Background: an optimization exercise with open tools, aiming at small area and a short achievable clock period. Do not read the settings as production practice.
Power figures rest on the tool's default switching activity, not on a simulated workload.

== old ==
// alu_reg
module alu_reg (
  input clk,
  input [7:0] a,
  input [7:0] b,
  input [3:0] mode,
  output reg [7:0] s,
  output reg cout
);
Settings: LEC_CHECK=0, ABC_AREA=1, CAP_MARGIN=20, CORE_MARGIN=2, CORE_UTILIZATION=40, CTS_BUF_LIST=sky130_fd_sc_hd__clkbuf_8, SETUP_SLACK_MARGIN=5, SLEW_MARGIN=20, TNS_END_PERCENT=0; clock period 11.0 ns.
standard.sh (not shown) runs the stock make flow with config.mk's settings and CLKGATE_MAP_FILE= SYNTH_SCRIPT=/design/flow/synth_recipe.tcl, a recipe that flattens the netlist after the stock synthesis.
==> flow/flow/run.sh <==
#!/bin/bash
set -euo pipefail
MARGIN=7
BUFCELL=sky130_fd_sc_hd__buf_1
sed -e "s/SETUP_SLACK_MARGIN=[-0-9.]*/SETUP_SLACK_MARGIN=${MARGIN}/" \
    -e "s/\"\\\${@:-finish}\"/BUFFER_PORTS_ARGS=\"-buffer_cell ${BUFCELL}\" SETUP_MOVE_SEQUENCE=unbuffer,sizeup,swap,clone,split \"\${@:-finish}\"/" \
    standard.sh > layout.sh
bash standard.sh synth > make_synth.log 2>&1
bash layout.sh > make_layout.log 2>&1
Edits applied to the flow inputs when going from old to new:
==> flow/flow/run.sh <==
#!/bin/bash
set -euo pipefail
MARGIN=7
BUFCELL=sky130_fd_sc_hd__buf_1
sed -e "s/SETUP_SLACK_MARGIN=[-0-9.]*/SETUP_SLACK_MARGIN=${MARGIN}/" \
    -e "s/\"\\\${@:-finish}\"/BUFFER_PORTS_ARGS=\"-buffer_cell ${BUFCELL}\" \"\${@:-finish}\"/" \
    standard.sh > layout.sh
bash standard.sh synth > make_synth.log 2>&1
bash layout.sh > make_layout.log 2>&1
==> run summary <==
- Delta (new minus old): clock network fraction of total power went down, final cell count without fillers went up, clock period minus worst slack went down, sequential share of layout area went down, area occupied by registers went up.
- Going from old to new, layout net count grew by a few percent.
No functional check of the RTL was part of any run of this note.

========
Another version of the RTL of alu_reg (not shown whole).
Size in the first run: ~700 cells after synthesis, about 29 flip-flops, roughly 30 I/O pins, about 5200 um2 of cells after synthesis.
clock: 11.0 ns
lec_check: 0
abc_area: 1
cap_margin: 20
core_margin: 2
core_utilization: 65
slew_margin: 20
run.sh (not shown) runs the stock make flow with config.mk's settings and CLKGATE_MAP_FILE= SYNTH_SCRIPT=/design/flow/synth_recipe.tcl, a recipe that flattens the netlist after the stock synthesis.
Stock flow here: none of the scripts above is used.
The first run ran to the end with no violations.
Edit:
Settings changed: CORE_UTILIZATION 65 to 40, SETUP_SLACK_MARGIN from default to 3, TNS_END_PERCENT from default to 0.
What happened: Wire length went up by 1.6%. Critical path depth fell by 4. Area after synthesis stays the same. Clock skew climbs by 5.4 ps. Count of clock-buffer cells in the layout goes down by 1.
Edit:
Settings changed: ABC_AREA 1 to default, SETUP_SLACK_MARGIN 3 to default, TNS_END_PERCENT 0 to default.
=> The new run went through all stages and came out clean; via count rose by 13%; utilization fell by 0.96 points; wire length rose by 17%; die area rose by 8.1%; design area rose by 6.9%; register-to-register slack got worse by 1200 ps; power rose by 7.8%; clock power barely changes; critical path depth fell by 1; first-iteration DRC count rose by 14%; count of clock-buffer cells in the layout is unchanged.
Edit:
Settings changed: ABC_AREA from default to 1, SETUP_SLACK_MARGIN from default to 5, TNS_END_PERCENT from default to 0.
Setup slack gains 2100 ps; global-route usage decreases by 2.2 points; non-clock buffer count increases by 1; first-iteration DRC count came out lower by about a fifth; clock skew decreases by 6.2 ps; area after synthesis drops by a little under a tenth; final cell count goes up by a few percent; sequential cell count does not change; register-to-register slack is better by 2100 ps.
Edit:
==> flow/flow/run.sh (new file) <==
#!/bin/bash
set -euo pipefail
sed -e 's/SETUP_SLACK_MARGIN=[-0-9.]*/SETUP_SLACK_MARGIN=$MARGIN/' standard.sh > margin.sh
bash standard.sh synth > make_synth.log 2>&1
MARGIN=8 bash margin.sh > make_finish.log 2>&1
==> flow/standard.sh (new file) <==
#!/bin/bash
# synth_recipe.tcl (not shown) runs the flow's synth.tcl, then flattens the netlist and writes it again
# the make line also repeats each setting of config.mk as NAME=value (left out here)
make -C /OpenROAD-flow-scripts/flow DESIGN_CONFIG=/design/flow/config.mk WORK_HOME=/design/flow/orfs CLKGATE_MAP_FILE= SYNTH_SCRIPT=/design/flow/synth_recipe.tcl "${@:-finish}"
removed: flow/run.sh
What happened:
- The changed run ran to the end with no violations
- clock power hardly moves
- routed wire length rose by 10%
- utilization rose by 5.2 points
- sequential cell count does not change
- non-clock buffer count rose by 44
- final cell count rose by 4.8%
No run of this note included a check of the RTL's function; only the layout flow was run.

[port drivers added, routing unchanged]
Ports are ideal in the flow. The routed layouts listed here were re-timed in OpenROAD. Step 1 (the two cells are an assumption about what drives the block):
set clk [get_ports {clk}]
set_driving_cell -lib_cell sky130_fd_sc_hd__clkbuf_16 $clk
set_driving_cell -lib_cell sky130_fd_sc_hd__buf_2 [delete_from_list [all_inputs] $clk]
Step 2 moves the port delays by t, midway between the first and last clock arrival at a register: inputs arrive t later, outputs are due t later. That takes back most of the time a late clock gives input paths. a / b / c = ideal ports / drivers / drivers and shift; a / b = the first two.
run | shift t [ns] | setup slack, ns | hold slack, ns | worst register clock-pin slew, ns | worst data-port slew with drivers (ns)
old | 0.352 | 5.902 / 5.902 / 5.902 | 0.720 / 0.720 / 0.720 | 0.08 / 0.08 | 0.03
new | 0.347 | 6.202 / 6.202 / 6.202 | 0.717 / 0.717 / 0.717 | 0.08 / 0.08 | 0.03
the first run of note 2 | 0.319 | 4.717 / 4.717 / 4.717 | 0.656 / 0.656 / 0.656 | 0.07 / 0.07 | 0.04
the second run of note 2 | 0.331 | 4.730 / 4.730 / 4.730 | 0.618 / 0.618 / 0.618 | 0.06 / 0.06 | 0.03
the third run of note 2 | 0.327 | 3.555 / 3.555 / 3.555 | 0.800 / 0.800 / 0.800 | 0.06 / 0.06 | 0.04
the fourth run of note 2 | 0.331 | 5.609 / 5.609 / 5.609 | 0.616 / 0.616 / 0.616 | 0.06 / 0.06 | 0.03
the fifth run of note 2 | 0.325 | 6.319 / 6.319 / 6.319 | 0.613 / 0.613 / 0.613 | 0.06 / 0.06 | 0.04
After both steps setup and hold are still met in every run listed.
